This is an optimization exercise on Yosys and OpenROAD, whose aim is small area and a short achievable clock period, not a production implementation.
RTL that was checked went through simulation tests only; none was proved equivalent to the original.
The flow treats the clock pin as an ideal source. Dropping or thinning the clock tree relies on that and would not hold on a real chip.
Power figures rest on the tool's default switching activity, not on a simulated workload.

==> flow/design.v <==
module top_module (
    input         pclk,
    input         presetn,
    input         psel,
    input         penable,
    input         pwrite,
    input  [31:0] paddr,
    input  [31:0] pwdata,
    output [31:0] prdata,
    output        pready,
    output        irq,
    input  [31:0] aux_in,
    input  [31:0] pad_in,
    output [31:0] pad_out,
    output [31:0] pad_oe
);
    reg  [31:0] r_in, r_out, r_oe, r_inte, r_ptrig, r_aux, r_eclk, r_nec;
    reg  [1:0]  r_ctrl;
    reg         v_inte, v_eclk, v_nec;
    reg         r_irq;
    reg  [31:0] r_pad_out;
    reg  [31:0] r_prdata;
    wire        aligned = (paddr[31:6] == 26'd0) && (paddr[1:0] == 2'd0);
    wire [3:0]  a = paddr[5:2];
    wire        wr = psel && penable && pwrite;
    reg s_out, s_oe, s_inte, s_ptrig, s_aux, s_ctrl, s_eclk, s_nec;
    always @(posedge pclk) begin
        s_out   <= aligned && (a == 4'd1);
        s_oe    <= aligned && (a == 4'd2);
        s_inte  <= aligned && (a == 4'd3);
        s_ptrig <= aligned && (a == 4'd4);
        s_aux   <= aligned && (a == 4'd5);
        s_ctrl  <= aligned && (a == 4'd6);
        s_eclk  <= aligned && (a == 4'd8);
        s_nec   <= aligned && (a == 4'd9);
    end
    wire we_out   = wr && s_out;
    wire we_oe    = wr && s_oe;
    wire we_inte  = wr && s_inte;
    wire we_ptrig = wr && s_ptrig;
    wire we_aux   = wr && s_aux;
    wire we_ctrl  = wr && s_ctrl;
    wire we_eclk  = wr && s_eclk;
    wire we_nec   = wr && s_nec;
    wire [31:0] out_nx  = we_out ? pwdata : r_out;
    wire [31:0] aux_nx  = we_aux ? pwdata : r_aux;
    wire [31:0] pad_nx  = (aux_nx & aux_in) | (~aux_nx & out_nx);
    wire [31:0] pad_val = (r_oe & r_pad_out) | (~r_oe & pad_in);
    wire [31:0] inte    = r_inte & {32{v_inte}};
    wire [31:0] ints_nx = inte & (r_in ^ r_ptrig);
    wire [1:0]  ctrl_nx = we_ctrl ? pwdata[1:0]
                                  : {r_ctrl[1] | (r_ctrl[0] & r_irq), r_ctrl[0]};
    reg  [31:0] rd_nx;
    always @(*) begin
        rd_nx = 32'd0;
        if (aligned) begin
            case (a)
                4'd0: rd_nx = pad_val;
                4'd1: rd_nx = r_out;
                4'd2: rd_nx = r_oe;
                4'd3: rd_nx = inte;
                4'd4: rd_nx = r_ptrig;
                4'd5: rd_nx = r_aux;
                4'd6: rd_nx = {30'd0, ctrl_nx};
                4'd7: rd_nx = ints_nx;
                4'd8: rd_nx = r_eclk & {32{v_eclk}};
                4'd9: rd_nx = r_nec & {32{v_nec}};
                default: rd_nx = 32'd0;
            endcase
        end
    end
    always @(posedge pclk or negedge presetn) begin
        if (!presetn) begin
            r_out     <= 32'd0;
            r_oe      <= 32'd0;
            r_ptrig   <= 32'd0;
            r_aux     <= 32'd0;
            r_ctrl    <= 2'd0;
            v_inte    <= 1'b0;
            v_eclk    <= 1'b0;
            v_nec     <= 1'b0;
            r_irq     <= 1'b0;
            r_pad_out <= 32'd0;
            r_prdata  <= 32'd0;
        end else begin
            r_out     <= out_nx;
            if (we_oe)    r_oe    <= pwdata;
            if (we_ptrig) r_ptrig <= pwdata;
            r_aux     <= aux_nx;
            r_ctrl    <= ctrl_nx;
            if (we_inte)  v_inte  <= 1'b1;
            if (we_eclk)  v_eclk  <= 1'b1;
            if (we_nec)   v_nec   <= 1'b1;
            r_irq     <= |ints_nx;
            r_pad_out <= pad_nx;
            r_prdata  <= rd_nx;
        end
    end
    always @(posedge pclk) begin
        r_in <= pad_val;
        if (we_inte) r_inte <= pwdata;
        if (we_eclk) r_eclk <= pwdata;
        if (we_nec)  r_nec  <= pwdata;
    end
    assign prdata  = r_prdata;
    assign pready  = 1'b1;
    assign irq     = r_irq;
    assign pad_out = r_pad_out;
    assign pad_oe  = r_oe;
endmodule
export LEC_CHECK = 0
export CAP_MARGIN = 20
export CORE_MARGIN = 2
export CORE_UTILIZATION = 40
export SLEW_MARGIN = 20
create_clock -name core_clock -period 4.5 [get_ports {pclk}]
run.sh (not shown) runs the stock make flow with config.mk's settings and CLKGATE_MAP_FILE= SYNTH_SCRIPT=/design/flow/synth_recipe.tcl, a recipe that flattens the netlist after the stock synthesis.
Rerun with:
--- a/flow/design.v
+++ b/flow/design.v
@@ -21,28 +21,17 @@
     reg  [31:0] r_pad_out;
     reg  [31:0] r_prdata;
     wire        aligned = (paddr[31:6] == 26'd0) && (paddr[1:0] == 2'd0);
     wire [3:0]  a = paddr[5:2];
-    wire        wr = psel && penable && pwrite;
-    reg s_out, s_oe, s_inte, s_ptrig, s_aux, s_ctrl, s_eclk, s_nec;
-    always @(posedge pclk) begin
-        s_out   <= aligned && (a == 4'd1);
-        s_oe    <= aligned && (a == 4'd2);
-        s_inte  <= aligned && (a == 4'd3);
-        s_ptrig <= aligned && (a == 4'd4);
-        s_aux   <= aligned && (a == 4'd5);
-        s_ctrl  <= aligned && (a == 4'd6);
-        s_eclk  <= aligned && (a == 4'd8);
-        s_nec   <= aligned && (a == 4'd9);
-    end
-    wire we_out   = wr && s_out;
-    wire we_oe    = wr && s_oe;
-    wire we_inte  = wr && s_inte;
-    wire we_ptrig = wr && s_ptrig;
-    wire we_aux   = wr && s_aux;
-    wire we_ctrl  = wr && s_ctrl;
-    wire we_eclk  = wr && s_eclk;
-    wire we_nec   = wr && s_nec;
+    wire        wr = psel && penable && pwrite && aligned;
+    wire we_out   = wr && (a == 4'd1);
+    wire we_oe    = wr && (a == 4'd2);
+    wire we_inte  = wr && (a == 4'd3);
+    wire we_ptrig = wr && (a == 4'd4);
+    wire we_aux   = wr && (a == 4'd5);
+    wire we_ctrl  = wr && (a == 4'd6);
+    wire we_eclk  = wr && (a == 4'd8);
+    wire we_nec   = wr && (a == 4'd9);
     wire [31:0] out_nx  = we_out ? pwdata : r_out;
     wire [31:0] aux_nx  = we_aux ? pwdata : r_aux;
     wire [31:0] pad_nx  = (aux_nx & aux_in) | (~aux_nx & out_nx);
     wire [31:0] pad_val = (r_oe & r_pad_out) | (~r_oe & pad_in);
The new run ran to the end with no violations.
Combinational power stays flat.
Sequential power went down by about 2%.
Global-route usage went down by 0.90 points.
Sequential cell count went down by 8.
Area after synthesis went down by 0.82%.
No functional check of the RTL was part of the first run of this note.

========
RTL: the design.v shown in full above, as it stands there.
==> flow/config.mk <==
export PLATFORM = sky130hd
export DESIGN_NAME = top_module
export DESIGN_NICKNAME = top_module
export VERILOG_FILES = /design/flow/design.v
export SDC_FILE = /design/flow/constraint.sdc
export NUM_CORES = 4
export LEC_CHECK = 0
export CAP_MARGIN = 20
export CORE_MARGIN = 2
export CORE_UTILIZATION = 40
export CTS_CLUSTER_DIAMETER = 100
export CTS_CLUSTER_SIZE = 30
export SETUP_SLACK_MARGIN = 2.5
export SLEW_MARGIN = 20
==> flow/constraint.sdc <==
create_clock -name core_clock -period 4.5 [get_ports {pclk}]
set_input_delay 0.9000 -clock core_clock [delete_from_list [all_inputs] [get_ports {pclk}]]
set_output_delay 0.9000 -clock core_clock [all_outputs]
set_load 0.01 [all_outputs]
standard.sh (not shown) runs the stock make flow with config.mk's settings and CLKGATE_MAP_FILE= SYNTH_SCRIPT=/design/flow/synth_recipe.tcl, a recipe that flattens the netlist after the stock synthesis.
==> flow/flow/run.sh <==
#!/bin/bash
# Standard layout, with the port buffers made of buf_1 cells instead of the
# resizer's default choice.
set -euo pipefail
export BUFFER_PORTS_ARGS="-buffer_cell sky130_fd_sc_hd__buf_1"
bash standard.sh > standard.log 2>&1
Rerun with:
--- a/flow/design.v
+++ b/flow/design.v
@@ -17,5 +17,5 @@
     reg  [31:0] r_in, r_out, r_oe, r_inte, r_ptrig, r_aux, r_eclk, r_nec;
     reg  [1:0]  r_ctrl;
-    reg         v_inte, v_eclk, v_nec;
+    reg         v_out, v_inte, v_ptrig, v_aux, v_eclk, v_nec;
     reg         r_irq;
     reg  [31:0] r_pad_out;
@@ -43,10 +43,19 @@
     wire we_eclk  = wr && s_eclk;
     wire we_nec   = wr && s_nec;
-    wire [31:0] out_nx  = we_out ? pwdata : r_out;
-    wire [31:0] aux_nx  = we_aux ? pwdata : r_aux;
+    wire        hold_out   = !we_out   && v_out;
+    wire        hold_inte  = !we_inte  && v_inte;
+    wire        hold_ptrig = !we_ptrig && v_ptrig;
+    wire        hold_aux   = !we_aux   && v_aux;
+    wire        hold_eclk  = !we_eclk  && v_eclk;
+    wire        hold_nec   = !we_nec   && v_nec;
+    wire [31:0] out_nx   = ({32{we_out}}   & pwdata) | ({32{hold_out}}   & r_out);
+    wire [31:0] inte_nx  = ({32{we_inte}}  & pwdata) | ({32{hold_inte}}  & r_inte);
+    wire [31:0] ptrig_nx = ({32{we_ptrig}} & pwdata) | ({32{hold_ptrig}} & r_ptrig);
+    wire [31:0] aux_nx   = ({32{we_aux}}   & pwdata) | ({32{hold_aux}}   & r_aux);
+    wire [31:0] eclk_nx  = ({32{we_eclk}}  & pwdata) | ({32{hold_eclk}}  & r_eclk);
+    wire [31:0] nec_nx   = ({32{we_nec}}   & pwdata) | ({32{hold_nec}}   & r_nec);
     wire [31:0] pad_nx  = (aux_nx & aux_in) | (~aux_nx & out_nx);
     wire [31:0] pad_val = (r_oe & r_pad_out) | (~r_oe & pad_in);
-    wire [31:0] inte    = r_inte & {32{v_inte}};
-    wire [31:0] ints_nx = inte & (r_in ^ r_ptrig);
+    wire [31:0] ints_raw = r_inte & (r_in ^ r_ptrig);
     wire [1:0]  ctrl_nx = we_ctrl ? pwdata[1:0]
                                   : {r_ctrl[1] | (r_ctrl[0] & r_irq), r_ctrl[0]};
@@ -57,13 +66,13 @@
             case (a)
                 4'd0: rd_nx = pad_val;
-                4'd1: rd_nx = r_out;
+                4'd1: rd_nx = v_out   ? r_out   : 32'd0;
                 4'd2: rd_nx = r_oe;
-                4'd3: rd_nx = inte;
-                4'd4: rd_nx = r_ptrig;
-                4'd5: rd_nx = r_aux;
+                4'd3: rd_nx = v_inte  ? r_inte  : 32'd0;
+                4'd4: rd_nx = v_ptrig ? r_ptrig : 32'd0;
+                4'd5: rd_nx = v_aux   ? r_aux   : 32'd0;
                 4'd6: rd_nx = {30'd0, ctrl_nx};
-                4'd7: rd_nx = ints_nx;
-                4'd8: rd_nx = r_eclk & {32{v_eclk}};
-                4'd9: rd_nx = r_nec & {32{v_nec}};
+                4'd7: rd_nx = v_inte  ? ints_raw : 32'd0;
+                4'd8: rd_nx = v_eclk  ? r_eclk  : 32'd0;
+                4'd9: rd_nx = v_nec   ? r_nec   : 32'd0;
                 default: rd_nx = 32'd0;
             endcase
@@ -72,10 +81,10 @@
     always @(posedge pclk or negedge presetn) begin
         if (!presetn) begin
-            r_out     <= 32'd0;
             r_oe      <= 32'd0;
-            r_ptrig   <= 32'd0;
-            r_aux     <= 32'd0;
             r_ctrl    <= 2'd0;
+            v_out     <= 1'b0;
             v_inte    <= 1'b0;
+            v_ptrig   <= 1'b0;
+            v_aux     <= 1'b0;
             v_eclk    <= 1'b0;
             v_nec     <= 1'b0;
@@ -84,13 +93,13 @@
             r_prdata  <= 32'd0;
         end else begin
-            r_out     <= out_nx;
-            if (we_oe)    r_oe    <= pwdata;
-            if (we_ptrig) r_ptrig <= pwdata;
-            r_aux     <= aux_nx;
+            if (we_oe) r_oe <= pwdata;
             r_ctrl    <= ctrl_nx;
+            if (we_out)   v_out   <= 1'b1;
             if (we_inte)  v_inte  <= 1'b1;
+            if (we_ptrig) v_ptrig <= 1'b1;
+            if (we_aux)   v_aux   <= 1'b1;
             if (we_eclk)  v_eclk  <= 1'b1;
             if (we_nec)   v_nec   <= 1'b1;
-            r_irq     <= |ints_nx;
+            r_irq     <= v_inte && (|ints_raw);
             r_pad_out <= pad_nx;
             r_prdata  <= rd_nx;
@@ -98,8 +107,11 @@
     end
     always @(posedge pclk) begin
-        r_in <= pad_val;
-        if (we_inte) r_inte <= pwdata;
-        if (we_eclk) r_eclk <= pwdata;
-        if (we_nec)  r_nec  <= pwdata;
+        r_in    <= pad_val;
+        r_out   <= out_nx;
+        r_inte  <= inte_nx;
+        r_ptrig <= ptrig_nx;
+        r_aux   <= aux_nx;
+        r_eclk  <= eclk_nx;
+        r_nec   <= nec_nx;
     end
     assign prdata  = r_prdata;
- cell count came out higher by roughly a tenth
- setup slack degrades by 0.023 ns
- via count came out higher by roughly a tenth
- cell area came out lower by a few percent
- worst hold slack degrades by 0.022 ns
- maximum frequency came out lower slightly
- routed wire length came out higher by a few percent
- power came out lower by a few percent
No functional check of the RTL was part of the first run of this note.

========
Setup of v6:
top_module, a different RTL version from the one above (not shown whole).
Size: ~1,100 cells after synthesis.
==> module gpio_read_mux, before the edit <==
module gpio_read_mux (
    input         en,
    input  [9:0]  sel,
    input  [31:0] d0, d1, d2, d3, d4, d5, d7, d8, d9,
    input  [1:0]  d6,
    output [31:0] rd
);
    wire off = !en;
    genvar i;
    generate
        for (i = 0; i < 32; i = i + 1) begin : bit_
            wire x1, x2, x3, x4, x5, all4;
            gpio_aoi22 g1 (.a1(sel[0]), .a2(d0[i]), .b1(sel[1]), .b2(d1[i]), .y(x1));
            gpio_aoi22 g2 (.a1(sel[2]), .a2(d2[i]), .b1(sel[3]), .b2(d3[i]), .y(x2));
            gpio_aoi22 g3 (.a1(sel[4]), .a2(d4[i]), .b1(sel[5]), .b2(d5[i]), .y(x3));
            if (i < 2) begin : ctrl_
                gpio_aoi22 g4 (.a1(sel[6]), .a2(d6[i]), .b1(sel[7]), .b2(d7[i]), .y(x4));
                gpio_aoi22 g5 (.a1(sel[8]), .a2(d8[i]), .b1(sel[9]), .b2(d9[i]), .y(x5));
            end else begin : data_
                gpio_aoi22 g4 (.a1(sel[7]), .a2(d7[i]), .b1(sel[8]), .b2(d8[i]), .y(x4));
                gpio_nand2 g5 (.a(sel[9]), .b(d9[i]), .y(x5));
            end
            gpio_and4 g6 (.a(x1), .b(x2), .c(x3), .d(x4), .y(all4));
            gpio_aoi21 g7 (.a1(all4), .a2(x5), .b(off), .y(rd[i]));
        end
    endgenerate
endmodule
==> module gpio_aoi22, before the edit <==
module gpio_aoi22 (input a1, a2, b1, b2, output y);
    assign y = !((a1 && a2) || (b1 && b2));
endmodule
==> module gpio_and4, before the edit <==
module gpio_and4 (input a, b, c, d, output y);
    assign y = a && b && c && d;
endmodule
==> module gpio_aoi21, before the edit <==
module gpio_aoi21 (input a1, a2, b, output y);
    assign y = !((a1 && a2) || b);
endmodule
Settings: LEC_CHECK=0, CAP_MARGIN=20, CORE_MARGIN=2, CORE_UTILIZATION=40, SETUP_SLACK_MARGIN=2.5, SLEW_MARGIN=20, SYNTH_HIERARCHICAL=1; clock period 4.5 ns.
==> flow/flow/run.sh <==
#!/bin/bash
# Standard layout with three changes: the port buffers are buf_1 cells
# instead of the resizer's default choice; downsize.tcl gives the
# synthesized gates their smallest drive strength before the floorplan
# step sizes them for timing; and the clock tree is the two-level tree that
# clock_tree.tcl builds (run by the CTS step in place of
# clock_tree_synthesis). Each tool's output is in the ORFS logs under orfs/,
# and make's own output in standard.log.
set -euo pipefail
export BUFFER_PORTS_ARGS="-buffer_cell sky130_fd_sc_hd__buf_1"
export PRE_CTS_TCL="$PWD/flow/clock_tree.tcl"
export PRE_FLOORPLAN_TCL="$PWD/flow/downsize.tcl"
export CLOCK_TREE_PORT=pclk
export CLOCK_TREE_TOP_COLS=2 CLOCK_TREE_TOP_ROWS=2
export CLOCK_TREE_LEAF_COLS=2 CLOCK_TREE_LEAF_ROWS=2
export CLOCK_TREE_TOP_CELL=sky130_fd_sc_hd__clkbuf_16 CLOCK_TREE_LEAF_CELL=sky130_fd_sc_hd__clkbuf_16
bash standard.sh > standard.log 2>&1
Other scripts of this flow, unchanged in this note and not shown: flow/flow/clock_tree.tcl, flow/flow/downsize.tcl
For v7, these inputs were changed with respect to v6:
diff --git a/flow/design.v b/flow/design.v
--- a/flow/design.v
+++ b/flow/design.v
@@ -7,34 +7,37 @@
 );
     wire off = !en;
     genvar i;
     generate
         for (i = 0; i < 32; i = i + 1) begin : bit_
-            wire x1, x2, x3, x4, x5, all4;
-            gpio_aoi22 g1 (.a1(sel[0]), .a2(d0[i]), .b1(sel[1]), .b2(d1[i]), .y(x1));
-            gpio_aoi22 g2 (.a1(sel[2]), .a2(d2[i]), .b1(sel[3]), .b2(d3[i]), .y(x2));
-            gpio_aoi22 g3 (.a1(sel[4]), .a2(d4[i]), .b1(sel[5]), .b2(d5[i]), .y(x3));
+            wire x1, x2, x3;
+            gpio_aoi222 g1 (.a1(sel[0]), .a2(d0[i]), .b1(sel[1]), .b2(d1[i]),
+                            .c1(sel[2]), .c2(d2[i]), .y(x1));
+            gpio_aoi222 g2 (.a1(sel[3]), .a2(d3[i]), .b1(sel[4]), .b2(d4[i]),
+                            .c1(sel[5]), .c2(d5[i]), .y(x2));
             if (i < 2) begin : ctrl_
-                gpio_aoi22 g4 (.a1(sel[6]), .a2(d6[i]), .b1(sel[7]), .b2(d7[i]), .y(x4));
-                gpio_aoi22 g5 (.a1(sel[8]), .a2(d8[i]), .b1(sel[9]), .b2(d9[i]), .y(x5));
+                wire x4;
+                gpio_aoi222 g3 (.a1(sel[7]), .a2(d7[i]), .b1(sel[8]), .b2(d8[i]),
+                                .c1(sel[9]), .c2(d9[i]), .y(x3));
+                gpio_nand2 g4 (.a(sel[6]), .b(d6[i]), .y(x4));
+                gpio_aoi41 g5 (.a1(x1), .a2(x2), .a3(x3), .a4(x4), .b(off), .y(rd[i]));
             end else begin : data_
-                gpio_aoi22 g4 (.a1(sel[7]), .a2(d7[i]), .b1(sel[8]), .b2(d8[i]), .y(x4));
-                gpio_nand2 g5 (.a(sel[9]), .b(d9[i]), .y(x5));
+                gpio_aoi222 g3 (.a1(sel[7]), .a2(d7[i]), .b1(sel[8]), .b2(d8[i]),
+                                .c1(sel[9]), .c2(d9[i]), .y(x3));
+                gpio_aoi31 g5 (.a1(x1), .a2(x2), .a3(x3), .b(off), .y(rd[i]));
             end
-            gpio_and4 g6 (.a(x1), .b(x2), .c(x3), .d(x4), .y(all4));
-            gpio_aoi21 g7 (.a1(all4), .a2(x5), .b(off), .y(rd[i]));
         end
     endgenerate
 endmodule
-module gpio_aoi22 (input a1, a2, b1, b2, output y);
-    assign y = !((a1 && a2) || (b1 && b2));
+module gpio_aoi222 (input a1, a2, b1, b2, c1, c2, output y);
+    assign y = !((a1 && a2) || (b1 && b2) || (c1 && c2));
 endmodule
-module gpio_and4 (input a, b, c, d, output y);
-    assign y = a && b && c && d;
+module gpio_aoi31 (input a1, a2, a3, b, output y);
+    assign y = !((a1 && a2 && a3) || b);
 endmodule
-module gpio_aoi21 (input a1, a2, b, output y);
-    assign y = !((a1 && a2) || b);
+module gpio_aoi41 (input a1, a2, a3, a4, b, output y);
+    assign y = !((a1 && a2 && a3 && a4) || b);
 endmodule
 module gpio_nand2 (input a, b, output y);
     assign y = !(a && b);
 endmodule
 module top_module (
- | hold slack | v7 vs v6 | 0.023 ns higher |
- Relative to v6, final area decreased by 440 um2 in v7.
- In the metrics for v6 and v7, the one carrying the higher met3 track demand over resource is v7.
- Comparing v7 with v6, the total power consumption of the routed design came out essentially unchanged.
- Count of vias placed by the detailed router, v6 and v7, higher one = v6.
- Of the two candidates, v6 has the worse clock period minus worst slack and v7 the better one.
For v6, only the layout was checked, not whether the RTL still works. No run of this note takes its clock network from TritonCTS; it comes from the design's own scripts or RTL.

re-timing with driven ports:
How much do the figures lean on ideal ports? The routed layouts below were timed once more, with nothing changed but the port constraints.
Step 1: set_driving_cell puts a clkbuf_16 on pclk and a buf_2 on each other input, an assumption about the parent block.
Step 2 times the ports against the registers' clock, not the clock port: input delays grow and output delays shrink by t, the midpoint of the rising clock arrivals with the driver on.
Slacks: ideal ports / drivers / drivers and shift; pairs: ideal ports / drivers.
| run | t (ns) | setup WS [ns] | clock arrival spread, ns |
|---|---|---|---|
| the first run of note 1 | 0.565 | 1.268 / 1.299 / 0.734 | 0.024 / 0.023 |
| the second run of note 1 | 0.561 | 1.339 / 1.362 / 0.801 | 0.025 / 0.024 |
| the first run of note 2 | 0.555 | 2.483 / 2.433 / 1.980 | 0.035 / 0.035 |
| the second run of note 2 | 0.569 | 2.460 / 2.408 / 2.011 | 0.045 / 0.045 |
| v6 | 0.416 | 2.502 / 2.468 / 2.149 | 0.017 / 0.017 |
| v7 | 0.414 | 2.517 / 2.558 / 2.176 | 0.017 / 0.016 |
After both steps every run listed still meets setup and hold. For the second run of note 1, which loses most, drivers alone change the setup slack by +0.023 ns; drivers and shift together by -0.538 ns.
